Context: an optimization exercise on an open-source flow, tuned for small area. The choices shown serve that exercise and are no tape-out recipe.

==> run a: inputs <==
// mulNbit
module mulNbit(a, b, clk, cin, rst, sum, cout);
	parameter N = 32;
	input [N-1:0] a, b;
	input cin, clk, rst;
	output reg [N-1:0] sum;
	output reg cout;
  ...
clock: 8.5 ns
lec_check: 0
cap_margin: 10
core_margin: 2
core_utilization: 60
cts_buf_list: sky130_fd_sc_hd__clkbuf_8
cts_cluster_size: 20
gpl_timing_driven: 0
place_density: 0.8
setup_slack_margin: 0.05
slew_margin: 10
synth_hierarchical: 1
synth_minimum_keep_size: 0
standard.sh (not shown) runs the stock make flow with config.mk's settings and CLKGATE_MAP_FILE= SYNTH_SCRIPT=/design/flow/synth_recipe.tcl, a recipe that flattens the netlist after the stock synthesis.
==> flow/flow/run.sh <==
#!/bin/bash
# The standard layout (standard.sh) with two changes:
#  - after the standard synthesis, every combinational cell is set to the
#    smallest drive strength of its family (flow/downsize.py); the resizer
#    in placement, CTS and routing upsizes what timing needs;
#  - the port buffers are the smallest buffer cell.
set -euo pipefail
ARGS=(BUFFER_PORTS_ARGS="-buffer_cell sky130_fd_sc_hd__buf_1")
R=orfs/results/sky130hd/mulNbit/base
bash standard.sh "${ARGS[@]}" synth > synth.log 2>&1
cp $R/1_2_yosys.v 1_2_yosys.standard.v
python3 flow/downsize.py "$FLOW_HOME/platforms/sky130hd/lib/sky130_fd_sc_hd__tt_025C_1v80.lib" $R/1_2_yosys.v > downsize.log 2>&1
rm -f $R/1_synth.odb $R/1_synth.sdc
bash standard.sh "${ARGS[@]}" finish > standard.log 2>&1
Other scripts of this flow, unchanged in this note and not shown: flow/flow/downsize.py
==> inputs of run b, as changes to run a <==
--- a/flow/design.v
+++ b/flow/design.v
@@ -814,35 +814,35 @@
   assign G1035 = G1003 | (P1004 & G1023);
   assign P1036 = P1004 & P1024;
   assign G1037 = G1005 | (P1006 & G1023);
   assign P1038 = P1006 & P1024;
   assign G1039 = G1007 | (P1008 & G1023);
   assign P1040 = P1008 & P1024;
-  assign sum1041 = p914 ^ 1'b0;
-  assign sum1042 = p916 ^ G937;
-  assign sum1043 = s480 ^ G961;
-  assign sum1044 = p918 ^ G963;
-  assign sum1045 = s502 ^ G985;
-  assign sum1046 = p920 ^ G987;
-  assign sum1047 = s528 ^ G989;
-  assign sum1048 = p922 ^ G991;
-  assign sum1049 = s558 ^ G1009;
-  assign sum1050 = p924 ^ G1011;
-  assign sum1051 = s592 ^ G1013;
-  assign sum1052 = p926 ^ G1015;
-  assign sum1053 = s630 ^ G1017;
-  assign sum1054 = p928 ^ G1019;
-  assign sum1055 = s672 ^ G1021;
-  assign sum1056 = p930 ^ G1023;
-  assign sum1057 = s718 ^ G1025;
-  assign sum1058 = p932 ^ G1027;
-  assign sum1059 = s768 ^ G1029;
-  assign sum1060 = p934 ^ G1031;
-  assign sum1061 = s822 ^ G1033;
-  assign sum1062 = p936 ^ G1035;
-  assign sum1063 = s880 ^ G1037;
+  bxor u_sum9 (.a(p914), .b(1'b0), .y(sum1041));
+  bxor u_sum10 (.a(p916), .b(G937), .y(sum1042));
+  bxor u_sum11 (.a(s480), .b(G961), .y(sum1043));
+  bxor u_sum12 (.a(p918), .b(G963), .y(sum1044));
+  bxor u_sum13 (.a(s502), .b(G985), .y(sum1045));
+  bxor u_sum14 (.a(p920), .b(G987), .y(sum1046));
+  bxor u_sum15 (.a(s528), .b(G989), .y(sum1047));
+  bxor u_sum16 (.a(p922), .b(G991), .y(sum1048));
+  bxor u_sum17 (.a(s558), .b(G1009), .y(sum1049));
+  bxor u_sum18 (.a(p924), .b(G1011), .y(sum1050));
+  bxor u_sum19 (.a(s592), .b(G1013), .y(sum1051));
+  bxor u_sum20 (.a(p926), .b(G1015), .y(sum1052));
+  bxor u_sum21 (.a(s630), .b(G1017), .y(sum1053));
+  bxor u_sum22 (.a(p928), .b(G1019), .y(sum1054));
+  bxor u_sum23 (.a(s672), .b(G1021), .y(sum1055));
+  bxor u_sum24 (.a(p930), .b(G1023), .y(sum1056));
+  bxor u_sum25 (.a(s718), .b(G1025), .y(sum1057));
+  bxor u_sum26 (.a(p932), .b(G1027), .y(sum1058));
+  bxor u_sum27 (.a(s768), .b(G1029), .y(sum1059));
+  bxor u_sum28 (.a(p934), .b(G1031), .y(sum1060));
+  bxor u_sum29 (.a(s822), .b(G1033), .y(sum1061));
+  bxor u_sum30 (.a(p936), .b(G1035), .y(sum1062));
+  bxor u_sum31 (.a(s880), .b(G1037), .y(sum1063));
   assign sum1064 = x912 ^ G1039;
   assign prod[0] = pp111;
   assign prod[1] = s416;
   assign prod[2] = s418;
   assign prod[3] = s422;
   assign prod[4] = s426;
- CTS_BUF_LIST: sky130_fd_sc_hd__clkbuf_8 -> sky130_fd_sc_hd__clkbuf_4 sky130_fd_sc_hd__clkbuf_8
- CTS_CLUSTER_SIZE: 20 -> unset
==> summary of the runs <==
Against run b, the first-iteration DRC count of run a is smaller by 5.1%. Of run b and run a, run b has the higher global-route usage (gap 1.6 points). In final cell count, run b and run a hardly differ. Against run b, the via count of run a is lower by 3.4%. Of run a and run b, run a has the higher die area (gap 0.53%, measured against run b). In run b the wire length is larger than in run a, by about 6%. Of run b and run a, run b has the higher utilization (gap 1.2 points).
==> figures <==
Met2 WL: run b 15.98 mm; run a 16.12 mm
Post-detail-place hpwl: run b 23.43 mm; run a 23.08 mm
Status: run b finished clean; run a finished clean
Share of cell area taken by flip-flops and latches: run b 5.449%; run a 5.530%
Synth Net Count: run b 1357; run a 1378
Layout cell share with drive strength beyond 1: run b 6.229%; run a 3.587%
Multi-input gate share of total cell area: run b 85.32%; run a 86.27%
Number of nets in the finished design: run b 1483; run a 1486
Maximum fanout along the worst path: run b 27; run a 23
Final non-filler cell area: run b 12120 um2; run a 11950 um2
Number of non-clock inverters in the layout: run b 22; run a 29
Share of the clock period used by the worst path after layout: run b 96.52%; run a 96.48%
First-pass GRT wire length: run b 54.42 mm; run a 52.61 mm
Worst slew slack as a fraction of its limit: run b 25.36%; run a 11.46%
Floorplan core area: run b 17960 um2; run a 18020 um2
Number of filler cells placed in the layout: run b 1409; run a 1473
No functional check of the RTL was part of any run of this note.

* * *

==> inputs of 01-12 <==
mulNbit, a different RTL version from the one above (not shown whole).
Design mulNbit, start of the top module:
module mulNbit(a, b, clk, cin, rst, sum, cout);
	parameter N = 32;
	input [N-1:0] a, b;
	input cin, clk, rst;
	output reg [N-1:0] sum;
	output reg cout;
  ...
Settings: LEC_CHECK=0, CAP_MARGIN=10, CORE_MARGIN=2, CORE_UTILIZATION=60, CTS_BUF_LIST=sky130_fd_sc_hd__clkbuf_4 sky130_fd_sc_hd__clkbuf_8, GPL_TIMING_DRIVEN=0, PLACE_DENSITY=0.75, SETUP_SLACK_MARGIN=0.05, SLEW_MARGIN=10, SYNTH_HIERARCHICAL=1, SYNTH_MINIMUM_KEEP_SIZE=0; clock period 8.5 ns.
==> flow/flow/downsize.py <==
#!/usr/bin/env python3
"""Set every combinational cell of the synthesized netlist to the smallest
drive strength of its family (same function, same pins); the placement and
routing steps' resizer then upsizes whatever timing needs.
usage: downsize.py LIB NETLIST  (rewrites NETLIST in place)"""
import re
import sys
import collections

lib = open(sys.argv[1]).read()
cells = {}
for m in re.finditer(r'\n\s*cell\s*\(\s*"?(\w+)"?\s*\)\s*\{', lib):
    name = m.group(1)
    start = m.end()
    nxt = lib.find('\n    cell (', start)
    body = lib[start:nxt if nxt > 0 else len(lib)]
    am = re.search(r'area\s*:\s*([\d.]+)', body)
    pins = tuple(sorted(re.findall(r'pin\s*\(\s*"?(\w+)"?\s*\)', body)))
    ff = 'ff (' in body or 'ff(' in body or 'latch' in body
    cells[name] = (float(am.group(1)) if am else 0.0, pins, ff)
fam = collections.defaultdict(list)
for name, (area, pins, ff) in cells.items():
    m = re.match(r'(sky130_fd_sc_hd__\w+?)_(\d+)$', name)
    if m:
        fam[(m.group(1), pins)].append((area, int(m.group(2)), name))
best = {}
for (base, pins), lst in fam.items():
    lst.sort()
    for area, n, name in lst:
        best[name] = lst[0][2]
net = open(sys.argv[2]).read()
count = collections.Counter()


def rep(m):
    name = m.group(1)
    if name not in cells or cells[name][2]:
        return m.group(0)
    if name.startswith(('sky130_fd_sc_hd__clkbuf', 'sky130_fd_sc_hd__conb')):
        return m.group(0)
    b = best.get(name, name)
    if cells[b][0] >= cells[name][0]:
        b = name
    if b != name:
        count[(name, b)] += 1
    return m.group(0).replace(name, b, 1)


net = re.sub(r'^\s*(sky130_fd_sc_hd__\w+)\s', rep, net, flags=re.M)
open(sys.argv[2], 'w').write(net)
for (a, b), n in sorted(count.items()):
    print('%4d %s -> %s' % (n, a, b))
Scripts as last shown in full above: flow/flow/run.sh
==> inputs of 02-25, as changes to 01-12 <==
--- a/flow/design.v
+++ b/flow/design.v
@@ -54,73 +54,73 @@
   ainvr u_ai29 (.x(a[29]), .r(rst), .y(an46));
   ainvr u_ai30 (.x(a[30]), .r(rst), .y(an47));
   ainvr u_ai31 (.x(a[31]), .r(rst), .y(an48));
   assign onen49 = ~b[0];
   assign twon50 = b[0] | ~b[1];
   bxor u_encx1 (.a(b[2]), .b(b[1]), .y(one54));
   ainv u_encxi1 (.x(one54), .y(onen51));
   bxor u_enct1 (.a(b[3]), .b(b[2]), .y(t53));
-  btwon u_enctw1 (.one(one54), .t(t53), .twon(twon52));
+  assign twon52 = ~(t53 & onen51);
   bxor u_encx2 (.a(b[4]), .b(b[3]), .y(one58));
   ainv u_encxi2 (.x(one58), .y(onen55));
   bxor u_enct2 (.a(b[5]), .b(b[4]), .y(t57));
-  btwon u_enctw2 (.one(one58), .t(t57), .twon(twon56));
+  assign twon56 = ~(t57 & onen55);
   bxor u_encx3 (.a(b[6]), .b(b[5]), .y(one62));
   ainv u_encxi3 (.x(one62), .y(onen59));
   bxor u_enct3 (.a(b[7]), .b(b[6]), .y(t61));
-  btwon u_enctw3 (.one(one62), .t(t61), .twon(twon60));
+  assign twon60 = ~(t61 & onen59);
   bxor u_encx4 (.a(b[8]), .b(b[7]), .y(one66));
   ainv u_encxi4 (.x(one66), .y(onen63));
   bxor u_enct4 (.a(b[9]), .b(b[8]), .y(t65));
-  btwon u_enctw4 (.one(one66), .t(t65), .twon(twon64));
+  assign twon64 = ~(t65 & onen63);
   bxor u_encx5 (.a(b[10]), .b(b[9]), .y(one70));
   ainv u_encxi5 (.x(one70), .y(onen67));
   bxor u_enct5 (.a(b[11]), .b(b[10]), .y(t69));
-  btwon u_enctw5 (.one(one70), .t(t69), .twon(twon68));
+  assign twon68 = ~(t69 & onen67);
   bxor u_encx6 (.a(b[12]), .b(b[11]), .y(one74));
   ainv u_encxi6 (.x(one74), .y(onen71));
   bxor u_enct6 (.a(b[13]), .b(b[12]), .y(t73));
-  btwon u_enctw6 (.one(one74), .t(t73), .twon(twon72));
+  assign twon72 = ~(t73 & onen71);
   bxor u_encx7 (.a(b[14]), .b(b[13]), .y(one78));
   ainv u_encxi7 (.x(one78), .y(onen75));
   bxor u_enct7 (.a(b[15]), .b(b[14]), .y(t77));
-  btwon u_enctw7 (.one(one78), .t(t77), .twon(twon76));
+  assign twon76 = ~(t77 & onen75);
   bxor u_encx8 (.a(b[16]), .b(b[15]), .y(one82));
   ainv u_encxi8 (.x(one82), .y(onen79));
   bxor u_enct8 (.a(b[17]), .b(b[16]), .y(t81));
-  btwon u_enctw8 (.one(one82), .t(t81), .twon(twon80));
+  assign twon80 = ~(t81 & onen79);
   bxor u_encx9 (.a(b[18]), .b(b[17]), .y(one86));
   ainv u_encxi9 (.x(one86), .y(onen83));
   bxor u_enct9 (.a(b[19]), .b(b[18]), .y(t85));
-  btwon u_enctw9 (.one(one86), .t(t85), .twon(twon84));
+  assign twon84 = ~(t85 & onen83);
   bxor u_encx10 (.a(b[20]), .b(b[19]), .y(one90));
   ainv u_encxi10 (.x(one90), .y(onen87));
   bxor u_enct10 (.a(b[21]), .b(b[20]), .y(t89));
-  btwon u_enctw10 (.one(one90), .t(t89), .twon(twon88));
+  assign twon88 = ~(t89 & onen87);
   bxor u_encx11 (.a(b[22]), .b(b[21]), .y(one94));
   ainv u_encxi11 (.x(one94), .y(onen91));
   bxor u_enct11 (.a(b[23]), .b(b[22]), .y(t93));
-  btwon u_enctw11 (.one(one94), .t(t93), .twon(twon92));
+  assign twon92 = ~(t93 & onen91);
   bxor u_encx12 (.a(b[24]), .b(b[23]), .y(one98));
   ainv u_encxi12 (.x(one98), .y(onen95));
   bxor u_enct12 (.a(b[25]), .b(b[24]), .y(t97));
-  btwon u_enctw12 (.one(one98), .t(t97), .twon(twon96));
+  assign twon96 = ~(t97 & onen95);
   bxor u_encx13 (.a(b[26]), .b(b[25]), .y(one102));
   ainv u_encxi13 (.x(one102), .y(onen99));
   bxor u_enct13 (.a(b[27]), .b(b[26]), .y(t101));
-  btwon u_enctw13 (.one(one102), .t(t101), .twon(twon100));
+  assign twon100 = ~(t101 & onen99);
   bxor u_encx14 (.a(b[28]), .b(b[27]), .y(one106));
   ainv u_encxi14 (.x(one106), .y(onen103));
   bxor u_enct14 (.a(b[29]), .b(b[28]), .y(t105));
-  btwon u_enctw14 (.one(one106), .t(t105), .twon(twon104));
+  assign twon104 = ~(t105 & onen103);
   bxor u_encx15 (.a(b[30]), .b(b[29]), .y(one110));
   ainv u_encxi15 (.x(one110), .y(onen107));
   bxor u_enct15 (.a(b[31]), .b(b[30]), .y(t109));
-  btwon u_enctw15 (.one(one110), .t(t109), .twon(twon108));
+  assign twon108 = ~(t109 & onen107);
   assign pp111 = ~(onen49 | an17);
   assign pc112 = neg1 & ~pp111;
   bseln u_sel0_1 (.onen(onen49), .twon(twon50), .neg(neg1), .xn1(an18), .xn0(an17), .p(pp113));
   bseln u_sel0_2 (.onen(onen49), .twon(twon50), .neg(neg1), .xn1(an19), .xn0(an18), .p(pp114));
   bseln u_sel0_3 (.onen(onen49), .twon(twon50), .neg(neg1), .xn1(an20), .xn0(an19), .p(pp115));
   bseln u_sel0_4 (.onen(onen49), .twon(twon50), .neg(neg1), .xn1(an21), .xn0(an20), .p(pp116));
   bseln u_sel0_5 (.onen(onen49), .twon(twon50), .neg(neg1), .xn1(an22), .xn0(an21), .p(pp117));
   bseln u_sel0_6 (.onen(onen49), .twon(twon50), .neg(neg1), .xn1(an23), .xn0(an22), .p(pp118));
@@ -872,21 +872,16 @@
 	output y;
 	assign y = a ^ b;
 endmodule
 module bxnor(a, b, y);
 	input a, b;
 	output y;
 	assign y = ~(a ^ b);
 endmodule
-module btwon(one, t, twon);
-	input one, t;
-	output twon;
-	assign twon = one | ~t;
-endmodule
 module bencn(b1, b0, bm, onen, twon);
 	input b1, b0, bm;
 	output onen, twon;
 	assign onen = ~(b0 ^ bm);
 	assign twon = ~(b1 ^ b0) | (b0 ^ bm);
 endmodule
 module bseln(onen, twon, neg, xn1, xn0, p);
 	input onen, twon, neg, xn1, xn0;
- PLACE_DENSITY: 0.75 -> unset
- SETUP_SLACK_MARGIN: 0.05 -> unset
==> summary.txt <==
STA
  • Final setup margin: 0.228 ns

Layout
  • Inverters: 33
  • Nonclk buf count: 112
  • #MultiIn Comb: 991

Run status
  • Run status: timing/DRC/antenna clean

Route
  • Total Wirelength: 35.7 mm

Critical path
  • CP max-delay cell: fa_1
Source of the figures above: 01-12

==> summary.txt <==
Run status
  • Run status: timing/DRC/antenna clean

Layout
  • #MultiIn Comb: 990
  • Inverters: 37
  • Nonclk buf count: 116

Critical path
  • CP max-delay cell: o311ai_1

Route
  • Total Wirelength: 36.5 mm
Source of the figures above: 02-25

No functional check of the RTL was part of any run of this note.

-- separate check: timing with driven ports --
In the flow no input, the clock included, has a driving cell. The finished layouts below were timed again as built, in two steps. Step 1, drivers: a clkbuf_16 drives clk and a buf_2 each remaining input, both assumed. Step 2 adds t to the input delays and takes it off the output delays; t is the mean of the earliest and latest rising clock arrival at the registers after step 1. Input paths then give back, and output paths get back, about the clock's delay inside the block. a / b / c = ideal ports / drivers / drivers and shift; a / b = the first two.
run | t (ns) | setup slack, ns | slew at the worst register clock pin (ns) | worst data-port slew with drivers (ns)
run a | 0.353 | 0.299 / 0.305 / -0.048 | 0.09 / 0.09 | 0.04
run b | 0.354 | 0.296 / 0.305 / -0.049 | 0.11 / 0.11 | 0.04
01-12 | 0.367 | 0.228 / 0.245 / -0.122 | 0.10 / 0.10 | 0.05
02-25 | 0.378 | 0.177 / 0.195 / -0.183 | 0.13 / 0.13 | 0.06
Met with ideal ports but missed after step 2: setup timing in every run listed. For 02-25, which loses most, drivers alone change the setup slack by +0.018 ns; drivers and shift together by -0.360 ns.
